Context: an optimization exercise on an open-source flow, tuned for small area and a short achievable clock period. The choices shown serve that exercise and are no tape-out recipe. RTL that was checked went through simulation tests only; none was proved equivalent to the original. No activity file was given, so power comes from the tool's default toggle rates.

==> module t2c_late, before the edit <==
module t2c_late (
    input left, mid, right,    
    input mL, mF, mR,          
    input [3:0] dh,            
    input decide,              
    input at40,                
    input sp,                  
    input pm, cm, bm,          
    input [1:0] dirn, dL, dR, dU,        
    input [3:0] xp, xm, yp, ym,          
    input [8:0] xh,                      
    input [2:0] move,
    input [3:0] x, y,                    
    output go,                           
    output [2:0] move_d,                 
    output [1:0] dirn_d,
    output [3:0] x_d, y_d,
    output pm_n, bm_n, cm_n,
    output [8:0] wr                      
);
  wire fL = ~left & ~mL;
  wire fF = ~mid & ~mF;
  wire fR = ~right & ~mR;
  wire nof = ~(fL | fF | fR);
  wire block = (fL & ~fF & ~fR) | (~fL & fF & ~fR) | (~fL & ~fF & fR);
  wire uf = sp & ((left & mid & ~right) | (left & ~mid & right) | (~left & mid & right));
  wire sL = decide & ~uf & fL;
  wire sF = decide & ~uf & ~fL & fF;
  wire sR = decide & ~uf & ~fL & ~fF & fR;
  wire sU = decide & (uf | (nof & ~at40));
  wire hold = ~(sL | sF | sR | sU);
  wire selN = dh[0] & sF | dh[1] & sL | dh[2] & sU | dh[3] & sR;
  wire selE = dh[0] & sR | dh[1] & sF | dh[2] & sL | dh[3] & sU;
  wire selS = dh[0] & sU | dh[1] & sR | dh[2] & sF | dh[3] & sL;
  wire selW = dh[0] & sL | dh[1] & sU | dh[2] & sR | dh[3] & sF;
  wire holdx = ~(selE | selW);
  wire holdy = ~(selN | selS);
  wire wm = decide & (pm & block | nof & ~at40);    
  assign go = ~hold;
  assign move_d = ({3{sL}} & 3'd2) | ({3{sF}} & 3'd1) | ({3{sR}} & 3'd3) | ({3{sU}} & 3'd4) |
                  ({3{hold}} & move);
  assign dirn_d = ({2{sL}} & dL) | ({2{sF}} & dirn) | ({2{sR}} & dR) | ({2{sU}} & dU) |
                  ({2{hold}} & dirn);
  assign x_d = ({4{selE}} & xp) | ({4{selW}} & xm) | ({4{holdx}} & x);
  assign y_d = ({4{selS}} & yp) | ({4{selN}} & ym) | ({4{holdy}} & y);
  assign pm_n = cm | wm;
  assign bm_n = cm | wm;
  assign cm_n = sU & bm;
  assign wr = xh & {9{wm}};
endmodule
==> module t2c_maze_explorer, before the edit <==
module t2c_maze_explorer (
    input clk,
    input rst_n,
    input left,
    mid,
    right,   
    output reg [2:0] move
);
  reg [1:0] st;         
  reg [3:0] x_pos, y_pos;
  reg [1:0] dirn;       
  reg flag2;
  reg cm;               
  reg bm;               
  reg pm;               
  reg mN, mE, mS, mW;   
  wire [80:0] mark;     
  wire idle = ~st[1] & ~st[0];
  wire decide = st[1] & ~st[0];
  wire [15:0] xa, ya;   
  genvar gi, gj;
  generate
    for (gi = 0; gi < 16; gi = gi + 1) begin : g_dec
      assign xa[gi] = (x_pos == gi);
      assign ya[gi] = (y_pos == gi);
    end
  endgenerate
  wire [8:0] xh = xa[8:0], yh = ya[8:0];
  wire [8:0] col_y;     
  wire [8:0] row_x;     
  generate
    for (gi = 0; gi < 9; gi = gi + 1) begin : g_pl
      wire [8:0] a, b;
      for (gj = 0; gj < 9; gj = gj + 1) begin : g_t
        assign a[gj] = mark[gi*9+gj] & yh[gj];
        assign b[gj] = mark[gj*9+gi] & xh[gj];
      end
      assign col_y[gi] = |a;
      assign row_x[gi] = |b;
    end
  endgenerate
  wire x_out = |xa[15:9];
  wire y_out = |ya[15:9];
  always @(posedge clk) begin
    mE <= y_out | (|(col_y[8:1] & xa[7:0])) | (|xa[14:8]) | (xa[15] & col_y[0]);
    mW <= y_out | (|(col_y[8:0] & xa[9:1])) | xa[0] | (|xa[15:10]);
    mS <= x_out | (|(row_x[8:1] & ya[7:0])) | (|ya[14:8]) | (ya[15] & row_x[0]);
    mN <= x_out | (|(row_x[8:0] & ya[9:1])) | ya[0] | (|ya[15:10]);
  end
  wire [3:0] dh = {dirn == 2'd3, dirn == 2'd2, dirn == 2'd1, dirn == 2'd0};
  wire mL = dh[0] & mW | dh[1] & mN | dh[2] & mE | dh[3] & mS;
  wire mF = dh[0] & mN | dh[1] & mE | dh[2] & mS | dh[3] & mW;
  wire mR = dh[0] & mE | dh[1] & mS | dh[2] & mW | dh[3] & mN;
  wire at40 = xa[4] & ya[0];
  wire sp = at40 & ~flag2;
  wire [3:0] xp = {x_pos[3] ^ (&x_pos[2:0]), x_pos[2] ^ (&x_pos[1:0]), x_pos[1] ^ x_pos[0], ~x_pos[0]};
  wire [3:0] xm = {x_pos[3] ^ ~(|x_pos[2:0]), x_pos[2] ^ ~(|x_pos[1:0]), x_pos[1] ^ ~x_pos[0], ~x_pos[0]};
  wire [3:0] yp = {y_pos[3] ^ (&y_pos[2:0]), y_pos[2] ^ (&y_pos[1:0]), y_pos[1] ^ y_pos[0], ~y_pos[0]};
  wire [3:0] ym = {y_pos[3] ^ ~(|y_pos[2:0]), y_pos[2] ^ ~(|y_pos[1:0]), y_pos[1] ^ ~y_pos[0], ~y_pos[0]};
  wire [1:0] dL = {dirn[1] ^ ~dirn[0], ~dirn[0]};
  wire [1:0] dR = {dirn[1] ^ dirn[0], ~dirn[0]};
  wire [1:0] dU = {~dirn[1], dirn[0]};
  wire go;
  wire [2:0] move_d;
  wire [1:0] dirn_d;
  wire [3:0] x_d, y_d;
  wire pm_n, bm_n, cm_n;
  wire [8:0] wr;
  t2c_late u_late (
      .left(left), .mid(mid), .right(right), .mL(mL), .mF(mF), .mR(mR), .dh(dh),
      .decide(decide), .at40(at40), .sp(sp), .pm(pm), .cm(cm), .bm(bm),
      .dirn(dirn), .dL(dL), .dR(dR), .dU(dU), .xp(xp), .xm(xm), .yp(yp), .ym(ym), .xh(xh),
      .move(move), .x(x_pos), .y(y_pos),
      .go(go), .move_d(move_d), .dirn_d(dirn_d), .x_d(x_d), .y_d(y_d),
      .pm_n(pm_n), .bm_n(bm_n), .cm_n(cm_n), .wr(wr));
  always @(posedge clk or negedge rst_n) begin
    if (!rst_n) begin
      st <= 2'b00;
      move <= 3'd0;
      dirn <= 2'd0;
      x_pos <= 4'd4;
      y_pos <= 4'd8;
      flag2 <= 1'b0;
      cm <= 1'b1;
      bm <= 1'b1;
      pm <= 1'b1;
    end else begin
      st <= {st[1] | st[0], ~st[0]};
      if (decide && at40) flag2 <= 1'b1;
      if (decide) pm <= pm_n;
      if (go) begin
        bm <= bm_n;
        cm <= cm_n;
      end
      move <= move_d;
      dirn <= dirn_d;
      x_pos <= x_d;
      y_pos <= y_d;
    end
  end
  generate
    for (gi = 0; gi < 9; gi = gi + 1) begin : g_wi
      for (gj = 0; gj < 9; gj = gj + 1) begin : g_wj
        if (gi == 4 && gj == 8) begin : g_start
          assign mark[gi*9+gj] = 1'b1;
        end else begin : g_cell
          reg m_n;   
          always @(posedge clk) m_n <= (m_n | idle) & ~(wr[gi] & yh[gj]);
          assign mark[gi*9+gj] = ~m_n;
        end
      end
    end
  endgenerate
endmodule
Settings: LEC_CHECK=0, CAP_MARGIN=20, CORE_MARGIN=2, CORE_UTILIZATION=55, SLEW_MARGIN=20; clock period 9.0 ns.
standard.sh (not shown) runs the stock make flow with config.mk's settings and CLKGATE_MAP_FILE= SYNTH_SCRIPT=/design/flow/synth_recipe.tcl, a recipe that flattens the netlist after the stock synthesis.
==> flow/flow/run.sh <==
#!/bin/bash
# Own layout flow: the standard flow, except that the synthesised netlist
# comes from the same synthesis script with different ABC mapping (see
# flow/mysynth.tcl and flow/settings.sh) and without the adder-cell mapping.
# Registers (names and cell types) are those of the standard synthesis; this
# is checked below, and the standard netlist is used if they differ.
set -euo pipefail
W=$PWD
F=$W/flow
R=$W/orfs/results/$FLOW_PLATFORM/t2c_maze_explorer/base
source $F/settings.sh

bash standard.sh synth > $W/log_std_synth.txt 2>&1
cp $R/1_2_yosys.v $W/std_1_2_yosys.v

# 2. own synthesis in a separate ORFS work folder
make -C $FLOW_HOME DESIGN_CONFIG=$W/config.mk WORK_HOME=$W/own \
  CLKGATE_MAP_FILE= SYNTH_SCRIPT=$F/mysynth.tcl synth > $W/log_own_synth.txt 2>&1
OWN=$W/own/results/$FLOW_PLATFORM/t2c_maze_explorer/base/1_2_yosys.v

regs() { grep -E '^ *sky130_fd_sc_hd__(df|ed|sd)[a-z]*_[0-9]+ ' "$1" | awk '{print $1, $2}' | sed 's/_[0-9]* / /' | sort; }
regs $R/1_2_yosys.v > $W/regs_std.txt
regs $OWN > $W/regs_own.txt
if cmp -s $W/regs_std.txt $W/regs_own.txt; then
  cp $OWN $R/1_2_yosys.v
  echo "own synthesis used" > $W/log_synth_choice.txt
else
  echo "register mismatch; keeping the standard synthesis" > $W/log_synth_choice.txt
fi

# 3. the rest of the standard flow on that netlist
export SETUP_SLACK_MARGIN=$FLOW_SETUP_MARGIN
bash standard.sh > $W/log_flow.txt 2>&1
Other scripts of this flow, unchanged in this note and not shown: flow/flow/area.abc, flow/flow/mysynth.tcl, flow/flow/settings.sh
Rerun with:
--- a/flow/design.v
+++ b/flow/design.v
@@ -9,12 +9,11 @@
     input [1:0] dirn, dL, dR, dU,        
     input [3:0] xp, xm, yp, ym,          
     input [8:0] xh,                      
-    input [2:0] move,
-    input [3:0] x, y,                    
     output go,                           
-    output [2:0] move_d,                 
-    output [1:0] dirn_d,
-    output [3:0] x_d, y_d,
+    output [2:0] move_n,
+    output [1:0] dirn_n,
+    output ex, ey,                       
+    output [3:0] x_n, y_n,
     output pm_n, bm_n, cm_n,
     output [8:0] wr                      
 );
@@ -37,12 +36,12 @@
   wire holdy = ~(selN | selS);
   wire wm = decide & (pm & block | nof & ~at40);    
   assign go = ~hold;
-  assign move_d = ({3{sL}} & 3'd2) | ({3{sF}} & 3'd1) | ({3{sR}} & 3'd3) | ({3{sU}} & 3'd4) |
-                  ({3{hold}} & move);
-  assign dirn_d = ({2{sL}} & dL) | ({2{sF}} & dirn) | ({2{sR}} & dR) | ({2{sU}} & dU) |
-                  ({2{hold}} & dirn);
-  assign x_d = ({4{selE}} & xp) | ({4{selW}} & xm) | ({4{holdx}} & x);
-  assign y_d = ({4{selS}} & yp) | ({4{selN}} & ym) | ({4{holdy}} & y);
+  assign move_n = ({3{sL}} & 3'd2) | ({3{sF}} & 3'd1) | ({3{sR}} & 3'd3) | ({3{sU}} & 3'd4);
+  assign dirn_n = ({2{sL}} & dL) | ({2{sF}} & dirn) | ({2{sR}} & dR) | ({2{sU}} & dU);
+  assign ex = ~holdx;
+  assign ey = ~holdy;
+  assign x_n = ({4{selE}} & xp) | ({4{selW}} & xm);
+  assign y_n = ({4{selS}} & yp) | ({4{selN}} & ym);
   assign pm_n = cm | wm;
   assign bm_n = cm | wm;
   assign cm_n = sU & bm;
@@ -110,23 +109,29 @@
   wire [1:0] dL = {dirn[1] ^ ~dirn[0], ~dirn[0]};
   wire [1:0] dR = {dirn[1] ^ dirn[0], ~dirn[0]};
   wire [1:0] dU = {~dirn[1], dirn[0]};
-  wire go;
-  wire [2:0] move_d;
-  wire [1:0] dirn_d;
-  wire [3:0] x_d, y_d;
+  wire go, ex, ey;
+  wire [2:0] move_n;
+  wire [1:0] dirn_n;
+  wire [3:0] x_n, y_n;
   wire pm_n, bm_n, cm_n;
   wire [8:0] wr;
   t2c_late u_late (
       .left(left), .mid(mid), .right(right), .mL(mL), .mF(mF), .mR(mR), .dh(dh),
       .decide(decide), .at40(at40), .sp(sp), .pm(pm), .cm(cm), .bm(bm),
       .dirn(dirn), .dL(dL), .dR(dR), .dU(dU), .xp(xp), .xm(xm), .yp(yp), .ym(ym), .xh(xh),
-      .move(move), .x(x_pos), .y(y_pos),
-      .go(go), .move_d(move_d), .dirn_d(dirn_d), .x_d(x_d), .y_d(y_d),
+      .go(go), .move_n(move_n), .dirn_n(dirn_n), .ex(ex), .ey(ey), .x_n(x_n), .y_n(y_n),
       .pm_n(pm_n), .bm_n(bm_n), .cm_n(cm_n), .wr(wr));
   always @(posedge clk or negedge rst_n) begin
     if (!rst_n) begin
       st <= 2'b00;
       move <= 3'd0;
+    end else begin
+      st <= {st[1] | st[0], ~st[0]};
+      if (go) move <= move_n;
+    end
+  end
+  always @(posedge clk) begin
+    if (idle) begin
       dirn <= 2'd0;
       x_pos <= 4'd4;
       y_pos <= 4'd8;
@@ -135,17 +140,15 @@
       bm <= 1'b1;
       pm <= 1'b1;
     end else begin
-      st <= {st[1] | st[0], ~st[0]};
       if (decide && at40) flag2 <= 1'b1;
       if (decide) pm <= pm_n;
       if (go) begin
+        dirn <= dirn_n;
         bm <= bm_n;
         cm <= cm_n;
       end
-      move <= move_d;
-      dirn <= dirn_d;
-      x_pos <= x_d;
-      y_pos <= y_d;
+      if (ex) x_pos <= x_n;
+      if (ey) y_pos <= y_n;
     end
   end
   generate
After rerunning:
- sequential power decreases slightly
- power decreases by a little under a tenth
- cell count decreases by a few percent
- via count decreases by a few percent
- synthesized cell count decreases slightly
- fmax increases by a few percent
- sequential share of layout area increases by 1.8 points
- routed wire length decreases by a little under a tenth
- setup slack improved by 0.18 ns
The RTL of the first run of this note was laid out without a check of its function.

==> re-timing with driven ports <==
Ports are ideal in the flow. The routed layouts listed here were re-timed in OpenROAD. Step 1: set_driving_cell puts a clkbuf_16 on clk and a buf_2 on each other input, an assumption about the parent block. Step 2, shift: input delay + t, output delay - t, t = (earliest + latest rising clock arrival at the registers) / 2. This alone moves slack from input paths to output paths. Three values: no drivers, after step 1, after step 2; two values: the first two.
| run | t (ns) | setup slack, ns | hold slack, ns | worst setup path at the end |
|---|---|---|---|---|
| the first run | 0.407 | 5.724 / 5.709 / 5.302 | 0.487 / 0.487 / 0.487 | input to register |
| the second run | 0.409 | 5.908 / 5.897 / 5.488 | 0.480 / 0.480 / 0.480 | input to register |
After both steps setup and hold are still met in every run listed. The setup slack of the first run, which loses most, moves by -0.015 ns with the drivers and by -0.422 ns with both steps.
